From an optimization exercise on the open Yosys and OpenROAD flow, aimed at small area; shortcuts taken in it are not production practice. At most, simulation tests tie the RTL to the original design; equivalence was not proved. No driver is modelled on the clock port, so clock power and skew are understated where the tree is cut down; a real chip needs a root buffer or a tree. No activity file was given, so power comes from the tool's default toggle rates.

Setup of oak:
==> flow/design.v <==
module i2s (
	input master_enable, 
	input sdin, 
	output reg [31:0] dout_l, dout_r, 
	output reg sdout, 
	input [31:0] din_l, din_r, 
	input bclk_i, lrclk_i, 
	output bclk_o, lrclk_o, 
	input [19:0] bdiv, 
	input [7:0] lrdiv, 
	output reg [2:0] cst, nst, 
	input rstn, clk
);
reg bclk;
localparam [19:0] BINV = 20'haaaaa;
reg [19:0] bq;
wire [19:0] bcnt = bq ^ BINV;
wire [20:0] nb;
assign nb[0] = ~master_enable;
genvar gi;
generate for (gi = 0; gi < 20; gi = gi + 1) begin : g_nb
	assign nb[gi+1] = nb[gi] | bcnt[gi];
end endgenerate
reg bcnt_v;
wire bload = master_enable & (~nb[20] | ~bcnt_v);
wire [19:0] bcnt_nx = (~(bcnt ^ nb[19:0]) | {20{~bcnt_v}}) & (bdiv | {20{~bload}});
always @(posedge clk) bq <= bcnt_nx ^ BINV;
always @(negedge rstn or posedge clk) begin
	if(!rstn) begin
		bcnt_v <= 1'b0;
		bclk <= 1'b0;
	end
	else begin
		if(master_enable) bcnt_v <= 1'b1;
		bclk <= master_enable ? (bclk ^ bload) : bclk_i;
	end
end
assign bclk_o = bclk;
reg bclk_d;
always @(negedge rstn or posedge clk) begin
	if(!rstn) bclk_d <= 1'b0;
	else bclk_d <= bclk;
end
wire bclk_10 = bclk_d & ~bclk;
reg lrclk;
reg [7:0] lrcnt;
wire [8:0] nl;
assign nl[0] = ~(master_enable & bclk_10);
generate for (gi = 0; gi < 8; gi = gi + 1) begin : g_nl
	assign nl[gi+1] = nl[gi] | lrcnt[gi];
end endgenerate
reg lrcnt_v;
wire lload = master_enable & bclk_10 & (~nl[8] | ~lrcnt_v);
wire [7:0] lrcnt_nx = (~(lrcnt ^ nl[7:0]) | {8{~lrcnt_v}}) & (lrdiv | {8{~lload}});
always @(posedge clk) lrcnt <= lrcnt_nx;
always @(negedge rstn or posedge clk) begin
	if(!rstn) begin
		lrcnt_v <= 1'b0;
		lrclk <= 1'b0;
	end
	else begin
		if(master_enable & bclk_10) lrcnt_v <= 1'b1;
		lrclk <= master_enable ? (lrclk ^ lload) : lrclk_i;
	end
end
assign lrclk_o = lrclk;
reg lrclk_d;
always @(negedge rstn or posedge clk) begin
	if(!rstn) lrclk_d <= 1'b0;
	else lrclk_d <= lrclk;
end
wire lrclk_01 = ~lrclk_d & lrclk;
wire lrclk_10 = lrclk_d & ~lrclk;
localparam
	start_l = 3'd5, channel_l = 3'd4, idle_l = 3'd3, 
	start_r = 3'd2, channel_r = 3'd1, idle_r = 3'd0;
reg [4:0] ncnt;
wire in_chan = (cst == channel_l) | (cst == channel_r);
wire last = &ncnt;
always @(negedge rstn or posedge clk) begin
	if(!rstn) cst <= idle_r;
	else cst <= nst;
end
always @(*) begin
	case(cst)
		idle_l: nst = lrclk_01 ? start_r : cst;
		start_r: nst = bclk_10 ? channel_r : cst;
		channel_r: nst = bclk_10 & last ? idle_r : cst;
		idle_r: nst = lrclk_10 ? start_l : cst;
		start_l: nst = bclk_10 ? channel_l : cst;
		channel_l: nst = bclk_10 & last ? idle_l : cst;
		default: nst = cst;
	endcase
end
always @(posedge clk) begin
	if(!in_chan) ncnt <= 5'd0;
	else if(bclk_10) ncnt <= ncnt + 5'd1;
end
reg [31:0] tl, tr;
reg tl_v;
reg sdin_d;
wire rx_bit = last ? sdin_d : sdin;
wire sh_l = bclk_10 & (cst == channel_l);
wire sh_r = bclk_10 & (cst == channel_r);
wire ld_l = (cst == idle_l);
wire ld_r = (cst == idle_r);
wire hd_l = ~ld_l & ~sh_l;
wire hd_r = ~ld_r & ~sh_r;
wire [31:0] tl_nx = ({32{ld_l}} & din_l) | ({32{sh_l}} & {tl[30:0], rx_bit}) | ({32{hd_l}} & tl);
wire [31:0] tr_nx = ({32{ld_r}} & din_r) | ({32{sh_r}} & {tr[30:0], rx_bit}) | ({32{hd_r}} & tr);
always @(posedge clk) begin
	sdin_d <= sdin;
	tl <= tl_nx;
	tr <= tr_nx;
end
always @(negedge rstn or posedge clk) begin
	if(!rstn) tl_v <= 1'b0;
	else if(cst == idle_l) tl_v <= 1'b1;
end
always @(negedge rstn or posedge clk) begin
	if(!rstn) sdout <= 1'b0;
	else begin
		case(cst)
			channel_l: sdout <= tl[31] & tl_v;
			channel_r: sdout <= tr[31];
			default: sdout <= sdout;
		endcase
	end
end
reg fin;
always @(negedge rstn or posedge clk) begin
	if(!rstn) fin <= 1'b0;
	else fin <= bclk_10 & in_chan & last;
end
always @(negedge rstn or posedge clk) begin
	if(!rstn) begin
		dout_l <= 32'd0;
		dout_r <= 32'd0;
	end
	else begin
		if(fin & (cst == idle_l)) dout_l <= tl;
		if(fin & (cst == idle_r)) dout_r <= tr;
	end
end
endmodule
clock: 6.0 ns
lec_check: 0
abc_area: 1
cap_margin: 20
core_margin: 2
core_utilization: 60
slew_margin: 20
standard.sh (not shown) runs the stock make flow with config.mk's settings and CLKGATE_MAP_FILE= SYNTH_SCRIPT=/design/flow/synth_recipe.tcl, a recipe that flattens the netlist after the stock synthesis.
==> flow/flow/run.sh <==
#!/bin/bash
# Standard ORFS layout (the standard.sh) with these changes:
#  - synthesis: no half-adder extraction, and abc maps the logic for area
#    (flow/area.abc) instead of with ORFS's speed script; the registers are
#    mapped before abc exactly as in the standard synthesis;
#  - ports get the smallest buffer (buf_1);
#  - the clock tree is a plain two-level tree (flow/cts_hook.tcl): a root
#    clkbuf_4 driving 12 clkbuf_8, each driving the registers around it.
# The tools' logs are in orfs/logs/ and the make output in flow_standard.log.
set -euo pipefail
here=$(pwd)
export AREA_ABC_SCRIPT=$here/flow/area.abc
export BUFFER_PORTS_ARGS="-buffer_cell sky130_fd_sc_hd__buf_1"
export PRE_CTS_TCL=$here/flow/cts_hook.tcl
export CLOCK_LEAVES=12
export CLOCK_LEAF_BUF=sky130_fd_sc_hd__clkbuf_8
export CLOCK_ROOT_BUF=sky130_fd_sc_hd__clkbuf_4
sed "s|SYNTH_SCRIPT=[^ ]*|SYNTH_SCRIPT=$here/flow/synth.tcl|" standard.sh > own_standard.sh
grep -q "SYNTH_SCRIPT=$here/flow/synth.tcl" own_standard.sh
bash own_standard.sh ADDER_MAP_FILE= finish > flow_standard.log 2>&1
Other scripts of this flow, unchanged in this note and not shown: flow/flow/area.abc, flow/flow/cts_hook.tcl, flow/flow/synth.tcl
Here is what was changed in the inputs of pine compared with oak.
--- a/flow/design.v
+++ b/flow/design.v
@@ -19,21 +19,19 @@
 assign nb[0] = ~master_enable;
 genvar gi;
 generate for (gi = 0; gi < 20; gi = gi + 1) begin : g_nb
 	assign nb[gi+1] = nb[gi] | bcnt[gi];
 end endgenerate
-reg bcnt_v;
-wire bload = master_enable & (~nb[20] | ~bcnt_v);
-wire [19:0] bcnt_nx = (~(bcnt ^ nb[19:0]) | {20{~bcnt_v}}) & (bdiv | {20{~bload}});
-always @(posedge clk) bq <= bcnt_nx ^ BINV;
+wire bload = ~nb[20];
+wire [19:0] bcnt_nx = ~(bcnt ^ nb[19:0]) & (bdiv | {20{~bload}});
 always @(negedge rstn or posedge clk) begin
 	if(!rstn) begin
-		bcnt_v <= 1'b0;
+		bq <= BINV;
 		bclk <= 1'b0;
 	end
 	else begin
-		if(master_enable) bcnt_v <= 1'b1;
+		bq <= bcnt_nx ^ BINV;
 		bclk <= master_enable ? (bclk ^ bload) : bclk_i;
 	end
 end
 assign bclk_o = bclk;
 reg bclk_d;
@@ -47,21 +45,19 @@
 wire [8:0] nl;
 assign nl[0] = ~(master_enable & bclk_10);
 generate for (gi = 0; gi < 8; gi = gi + 1) begin : g_nl
 	assign nl[gi+1] = nl[gi] | lrcnt[gi];
 end endgenerate
-reg lrcnt_v;
-wire lload = master_enable & bclk_10 & (~nl[8] | ~lrcnt_v);
-wire [7:0] lrcnt_nx = (~(lrcnt ^ nl[7:0]) | {8{~lrcnt_v}}) & (lrdiv | {8{~lload}});
-always @(posedge clk) lrcnt <= lrcnt_nx;
+wire lload = ~nl[8];
+wire [7:0] lrcnt_nx = ~(lrcnt ^ nl[7:0]) & (lrdiv | {8{~lload}});
 always @(negedge rstn or posedge clk) begin
 	if(!rstn) begin
-		lrcnt_v <= 1'b0;
+		lrcnt <= 8'd0;
 		lrclk <= 1'b0;
 	end
 	else begin
-		if(master_enable & bclk_10) lrcnt_v <= 1'b1;
+		lrcnt <= lrcnt_nx;
 		lrclk <= master_enable ? (lrclk ^ lload) : lrclk_i;
 	end
 end
 assign lrclk_o = lrclk;
 reg lrclk_d;
--- outcome ---
Number of inverters outside the clock class in the layout (oak / pine): 1.16. Compared with oak, pine improves shortest clock period the worst path allows after layout. Sort pine and oak by total track usage asc -> top: oak. pine vs oak on growth of design area from synthesis to finish: pine is the lower one. pine vs oak on area after synthesis: pine is the higher one. The run showing the greater critical path arrival is oak. Proportion of power drawn by the clock network: pine and oak compared, lower one is pine. pine vs oak on combined area of the multi-input logic cells: pine is the lower one. pine against oak: routed wire length went up by 3.0%; clock power went down by about 1%; largest net degree at the start of global routing went down by 17.
For oak, only the layout was checked, not whether the RTL still works. In every run of this note, the design's own scripts or RTL, not TritonCTS, make the clock network.

========
i2s, a different RTL version from the one above (not shown whole).
Size: roughly 460 cells after synthesis, roughly 170 I/O pins, ~0.0065 mm² of cells after synthesis.
==> module i2s, before the edit <==
module i2s (
	input master_enable, 
	input sdin, 
	output reg [31:0] dout_l, dout_r, 
	output reg sdout, 
	input [31:0] din_l, din_r, 
	input bclk_i, lrclk_i, 
	output bclk_o, lrclk_o, 
	input [19:0] bdiv, 
	input [7:0] lrdiv, 
	output reg [2:0] cst, nst, 
	input rstn, clk
);
reg bclk;
localparam [19:0] BINV = 20'haaaaa;
reg [19:0] bq;
wire [19:0] bcnt = bq ^ BINV;
wire [20:0] nb;
assign nb[0] = ~master_enable;
genvar gi;
generate for (gi = 0; gi < 20; gi = gi + 1) begin : g_nb
	assign nb[gi+1] = nb[gi] | bcnt[gi];
end endgenerate
wire bload = ~nb[20];
wire [19:0] bcnt_nx = ~(bcnt ^ nb[19:0]) & (bdiv | {20{~bload}});
always @(negedge rstn or posedge clk) begin
	if(!rstn) begin
		bq <= BINV;
		bclk <= 1'b0;
	end
	else begin
		bq <= bcnt_nx ^ BINV;
		bclk <= master_enable ? (bclk ^ bload) : bclk_i;
	end
end
assign bclk_o = bclk;
reg bclk_d;
always @(negedge rstn or posedge clk) begin
	if(!rstn) bclk_d <= 1'b0;
	else bclk_d <= bclk;
end
wire bclk_10 = bclk_d & ~bclk;
reg lrclk;
reg [7:0] lrcnt;
wire [8:0] nl;
assign nl[0] = ~(master_enable & bclk_10);
generate for (gi = 0; gi < 8; gi = gi + 1) begin : g_nl
	assign nl[gi+1] = nl[gi] | lrcnt[gi];
end endgenerate
wire lload = ~nl[8];
wire [7:0] lrcnt_nx = ~(lrcnt ^ nl[7:0]) & (lrdiv | {8{~lload}});
always @(negedge rstn or posedge clk) begin
	if(!rstn) begin
		lrcnt <= 8'd0;
		lrclk <= 1'b0;
	end
	else begin
		lrcnt <= lrcnt_nx;
		lrclk <= master_enable ? (lrclk ^ lload) : lrclk_i;
	end
end
assign lrclk_o = lrclk;
reg lrclk_d;
always @(negedge rstn or posedge clk) begin
	if(!rstn) lrclk_d <= 1'b0;
	else lrclk_d <= lrclk;
end
wire lrclk_01 = ~lrclk_d & lrclk;
wire lrclk_10 = lrclk_d & ~lrclk;
localparam
	start_l = 3'd5, channel_l = 3'd4, idle_l = 3'd3, 
	start_r = 3'd2, channel_r = 3'd1, idle_r = 3'd0;
reg [4:0] ncnt;
wire in_chan = (cst == channel_l) | (cst == channel_r);
wire last = &ncnt;
always @(negedge rstn or posedge clk) begin
	if(!rstn) cst <= idle_r;
	else cst <= nst;
end
always @(*) begin
	case(cst)
		idle_l: nst = lrclk_01 ? start_r : cst;
		start_r: nst = bclk_10 ? channel_r : cst;
		channel_r: nst = bclk_10 & last ? idle_r : cst;
		idle_r: nst = lrclk_10 ? start_l : cst;
		start_l: nst = bclk_10 ? channel_l : cst;
		channel_l: nst = bclk_10 & last ? idle_l : cst;
		default: nst = cst;
	endcase
end
always @(posedge clk) begin
	if(!in_chan) ncnt <= 5'd0;
	else if(bclk_10) ncnt <= ncnt + 5'd1;
end
reg [31:0] tl, tr;
reg tl_v;
reg sdin_d;
wire rx_bit = last ? sdin_d : sdin;
wire sh_l = bclk_10 & (cst == channel_l);
wire sh_r = bclk_10 & (cst == channel_r);
always @(posedge clk) begin
	sdin_d <= sdin;
	if(cst == idle_l) tl <= din_l;
	else if(sh_l) tl <= {tl[30:0], rx_bit};
	if(cst == idle_r) tr <= din_r;
	else if(sh_r) tr <= {tr[30:0], rx_bit};
end
always @(negedge rstn or posedge clk) begin
	if(!rstn) tl_v <= 1'b0;
	else if(cst == idle_l) tl_v <= 1'b1;
end
always @(negedge rstn or posedge clk) begin
	if(!rstn) sdout <= 1'b0;
	else begin
		case(cst)
			channel_l: sdout <= tl[31] & tl_v;
			channel_r: sdout <= tr[31];
			default: sdout <= sdout;
		endcase
	end
end
reg fin;
always @(negedge rstn or posedge clk) begin
	if(!rstn) fin <= 1'b0;
	else fin <= bclk_10 & in_chan & last;
end
always @(negedge rstn or posedge clk) begin
	if(!rstn) begin
		dout_l <= 32'd0;
		dout_r <= 32'd0;
	end
	else begin
		if(fin & (cst == idle_l)) dout_l <= tl;
		if(fin & (cst == idle_r)) dout_r <= tr;
	end
end
endmodule
==> flow/config.mk <==
export PLATFORM = sky130hd
export DESIGN_NAME = i2s
export DESIGN_NICKNAME = i2s
export VERILOG_FILES = /design/flow/design.v
export SDC_FILE = /design/flow/constraint.sdc
export NUM_CORES = 4
export LEC_CHECK = 0
export ABC_AREA = 1
export CAP_MARGIN = 20
export CORE_MARGIN = 2
export CORE_UTILIZATION = 60
export SLEW_MARGIN = 20
==> flow/constraint.sdc <==
create_clock -name core_clock -period 6.0 [get_ports {clk}]
set_input_delay 1.2000 -clock core_clock [delete_from_list [all_inputs] [get_ports {clk}]]
set_output_delay 1.2000 -clock core_clock [all_outputs]
set_load 0.01 [all_outputs]
Scripts as last shown in full above: flow/flow/run.sh
Other scripts of this flow, unchanged in this note and not shown: flow/flow/area.abc, flow/flow/cts_hook.tcl, flow/flow/synth.tcl
Then changed:
--- a/flow/design.v
+++ b/flow/design.v
@@ -12,9 +12,7 @@
 	input rstn, clk
 );
 reg bclk;
-localparam [19:0] BINV = 20'haaaaa;
-reg [19:0] bq;
-wire [19:0] bcnt = bq ^ BINV;
+reg [19:0] bcnt;
 wire [20:0] nb;
 assign nb[0] = ~master_enable;
 genvar gi;
@@ -25,11 +23,11 @@
 wire [19:0] bcnt_nx = ~(bcnt ^ nb[19:0]) & (bdiv | {20{~bload}});
 always @(negedge rstn or posedge clk) begin
 	if(!rstn) begin
-		bq <= BINV;
+		bcnt <= 20'd0;
 		bclk <= 1'b0;
 	end
 	else begin
-		bq <= bcnt_nx ^ BINV;
+		bcnt <= bcnt_nx;
 		bclk <= master_enable ? (bclk ^ bload) : bclk_i;
 	end
 end
=>
- synthesized area went up by 0.42%
- via count went up by 1.8%
- setup slack loses 0.74 ns
- wire length went up by 1.3%
- synthesized cell count went up by 1.9%
- global-route usage went up by 0.22 points
- power went up by 4.9%
- cell count went up by 3.1%
- cell area went up by 2.1%
- utilization went up by 1.2 points
- clock power barely changes
- maximum frequency went down by 13%
No run of this note takes its clock network from TritonCTS; it comes from the design's own scripts or RTL.

-- what the ideal ports hide --
No port has a modelled driver above. Below, the same layouts with a new extraction and two added sets of constraints.
Step 1: set_driving_cell puts a clkbuf_16 on clk and a buf_2 on each other input, an assumption about the parent block.
Step 2 times the ports against the registers' clock, not the clock port: input delays grow and output delays shrink by t, the midpoint of the rising clock arrivals with the driver on.
a / b / c = ideal / step 1 / step 2; a / b = the first two.
run | t, ns | setup slack, ns | worst setup path after step 2 | latest minus earliest clock arrival (ns) | pins driven straight from the clock port
oak | 0.577 | 0.976 / 0.987 / 0.410 | input to register | 0.021 / 0.021 | 1
pine | 0.587 | 1.252 / 1.265 / 0.679 | input to register | 0.022 / 0.023 | 1
the first run of note 2 | 0.592 | 1.194 / 1.206 / 0.614 | input to register | 0.036 / 0.036 | 1
the second run of note 2 | 0.599 | 0.455 / 0.466 / -0.134 | input to register | 0.025 / 0.025 | 1
With both steps, setup timing fails in the second run of note 2, where it was met with ideal ports. The setup slack of the second run of note 2, which loses most, moves by +0.011 ns with the drivers and by -0.589 ns with both steps.
